From an optimization exercise on the open Yosys and OpenROAD flow, aimed at small area and a short achievable clock period; shortcuts taken in it are not production practice.
Where RTL was checked, it was by simulation tests only, not by an equivalence proof against the original.
Power is estimated from default activity; no workload was simulated.

main:
## matmul
module matmul(A,B,y,clk);
    input logic [31:0] A;
    input logic [31:0] B;
    output logic [31:0] y;
    input logic clk;
    logic [7:0] y00, y01, y10, y11;
    matmul_dot2 u00 (.a0(A[31:24]), .b0(B[31:24]), .a1(A[23:16]), .b1(B[15:8]), .y(y00));
    matmul_dot2 u01 (.a0(A[31:24]), .b0(B[23:16]), .a1(A[23:16]), .b1(B[7:0]),  .y(y01));
    matmul_dot2 u10 (.a0(A[15:8]),  .b0(B[31:24]), .a1(A[7:0]),   .b1(B[15:8]), .y(y10));
    matmul_dot2 u11 (.a0(A[15:8]),  .b0(B[23:16]), .a1(A[7:0]),   .b1(B[7:0]),  .y(y11));
    always_ff @(posedge clk)
        y <= {y00, y01, y10, y11};
endmodule
For scale: ~740 cells after synthesis, ~32 flip-flops, roughly 6600 um^2 of cells after synthesis.
export LEC_CHECK = 0
export CAP_MARGIN = 20
export CORE_MARGIN = 2
export CORE_UTILIZATION = 40
export SETUP_SLACK_MARGIN = 5
export SLEW_MARGIN = 20
export SYNTH_HIERARCHICAL = 1
export SYNTH_MINIMUM_KEEP_SIZE = 0
create_clock -name core_clock -period 10.0 [get_ports {clk}]
standard.sh (not shown) runs the stock make flow with config.mk's settings and CLKGATE_MAP_FILE= SYNTH_SCRIPT=/design/flow/synth_recipe.tcl, a recipe that flattens the netlist after the stock synthesis.
==> flow/flow/run.sh <==
#!/bin/bash
# The standard layout (standard.sh), except that buffer_ports uses
# sky130_fd_sc_hd__buf_1 for the port buffers instead of the delay-buffer cell it picks by default.
set -e
export BUFFER_PORTS_ARGS="-buffer_cell sky130_fd_sc_hd__buf_1"
bash standard.sh  finish > standard.log 2>&1
### main -> the feature branch
--- a/flow/design.v
+++ b/flow/design.v
@@ -253,41 +253,38 @@
   wire n183;
   matmul_and un183 (.a(n61), .b(n59), .y(n183));
   wire n184;
   matmul_or un184 (.a(n61), .b(n59), .y(n184));
   wire n185;
   matmul_oai un185 (.a1(n183), .a2(n180), .b1(n184), .y(n185));
   wire n186;
-  matmul_xor un186 (.a(n182), .b(n180), .y(n186));
-  wire n187 = ~n186;
+  matmul_xnor un186 (.a(n182), .b(n180), .y(n186));
+  wire n187;
+  matmul_xor un187 (.a(n91), .b(n89), .y(n187));
   wire n188;
-  matmul_xor un188 (.a(n91), .b(n89), .y(n188));
+  matmul_nand un188 (.a(n91), .b(n89), .y(n188));
   wire n189;
-  matmul_nand un189 (.a(n91), .b(n89), .y(n189));
+  matmul_nor un189 (.a(n91), .b(n89), .y(n189));
   wire n190;
-  matmul_nor un190 (.a(n91), .b(n89), .y(n190));
+  matmul_aoi un190 (.a1(n188), .a2(n185), .b1(n189), .y(n190));
   wire n191;
-  matmul_aoi un191 (.a1(n189), .a2(n185), .b1(n190), .y(n191));
+  matmul_xor un191 (.a(n187), .b(n185), .y(n191));
   wire n192;
-  matmul_xor un192 (.a(n188), .b(n185), .y(n192));
+  matmul_xor un192 (.a(n127), .b(n125), .y(n192));
   wire n193;
-  matmul_xor un193 (.a(n127), .b(n125), .y(n193));
+  matmul_and un193 (.a(n127), .b(n125), .y(n193));
   wire n194;
-  matmul_and un194 (.a(n127), .b(n125), .y(n194));
+  matmul_or un194 (.a(n127), .b(n125), .y(n194));
   wire n195;
-  matmul_or un195 (.a(n127), .b(n125), .y(n195));
+  matmul_oai un195 (.a1(n193), .a2(n190), .b1(n194), .y(n195));
   wire n196;
-  matmul_oai un196 (.a1(n194), .a2(n191), .b1(n195), .y(n196));
+  matmul_xnor un196 (.a(n192), .b(n190), .y(n196));
   wire n197;
-  matmul_xor un197 (.a(n193), .b(n191), .y(n197));
-  wire n198 = ~n197;
-  wire n199;
-  matmul_xor un199 (.a(n170), .b(n196), .y(n199));
-  wire n200 = ~n199;
-  assign y = {n200, n198, n192, n187, n181, n178, n175, n171};
+  matmul_xnor un197 (.a(n170), .b(n195), .y(n197));
+  assign y = {n197, n196, n191, n186, n181, n178, n175, n171};
 endmodule
 module matmul(A,B,y,clk);
     input logic [31:0] A;
     input logic [31:0] B;
     output logic [31:0] y;
     input logic clk;
     logic [7:0] y00, y01, y10, y11;
--- outcome ---
- Compared with main, the feature branch shows a lower number of standard cells after synthesis.
- Compared with main, the feature branch shows a wire length of the first global-routing pass that is 0.77% lower.
- The feature branch vs main — met2 wire length dropped slightly
- Total via count after detailed routing was higher in main than in the feature branch.
- Delta (the feature branch minus main): met3 wirelength from detailed routing grew by about 16%, post-synth net total shrank by 12, post-layout total power grew by 1.4%, width of the die shrank by about 0.33%, core utilization of the finished layout held steady.
For main, only the layout was checked, not whether the RTL still works.

==> separate check: timing with driven ports <==
In the flow no input, the clock included, has a driving cell. The finished layouts below were timed again as built, in two steps. Step 1: set_driving_cell puts a clkbuf_16 on clk and a buf_2 on each other input, an assumption about the parent block. Step 2 moves the port delays by t, midway between the first and last clock arrival at a register: inputs arrive t later, outputs are due t later. That takes back most of the time a late clock gives input paths. Slacks: ideal ports / drivers / drivers and shift; pairs: ideal ports / drivers.
run	t (ns)	slack for setup (ns)	worst hold slack (ns)	clock arrival spread, ns	worst slew at a driven data input, ns
main	0.334	5.161 / 5.179 / 4.845	2.173 / 2.159 / 2.397	0.012 / 0.012	0.04
the feature branch	0.333	5.162 / 5.171 / 4.839	2.181 / 2.162 / 2.396	0.014 / 0.013	0.04
After both steps every run listed still meets setup and hold. The setup slack of the feature branch, which loses most, moves by +0.009 ns with the drivers and by -0.323 ns with both steps.
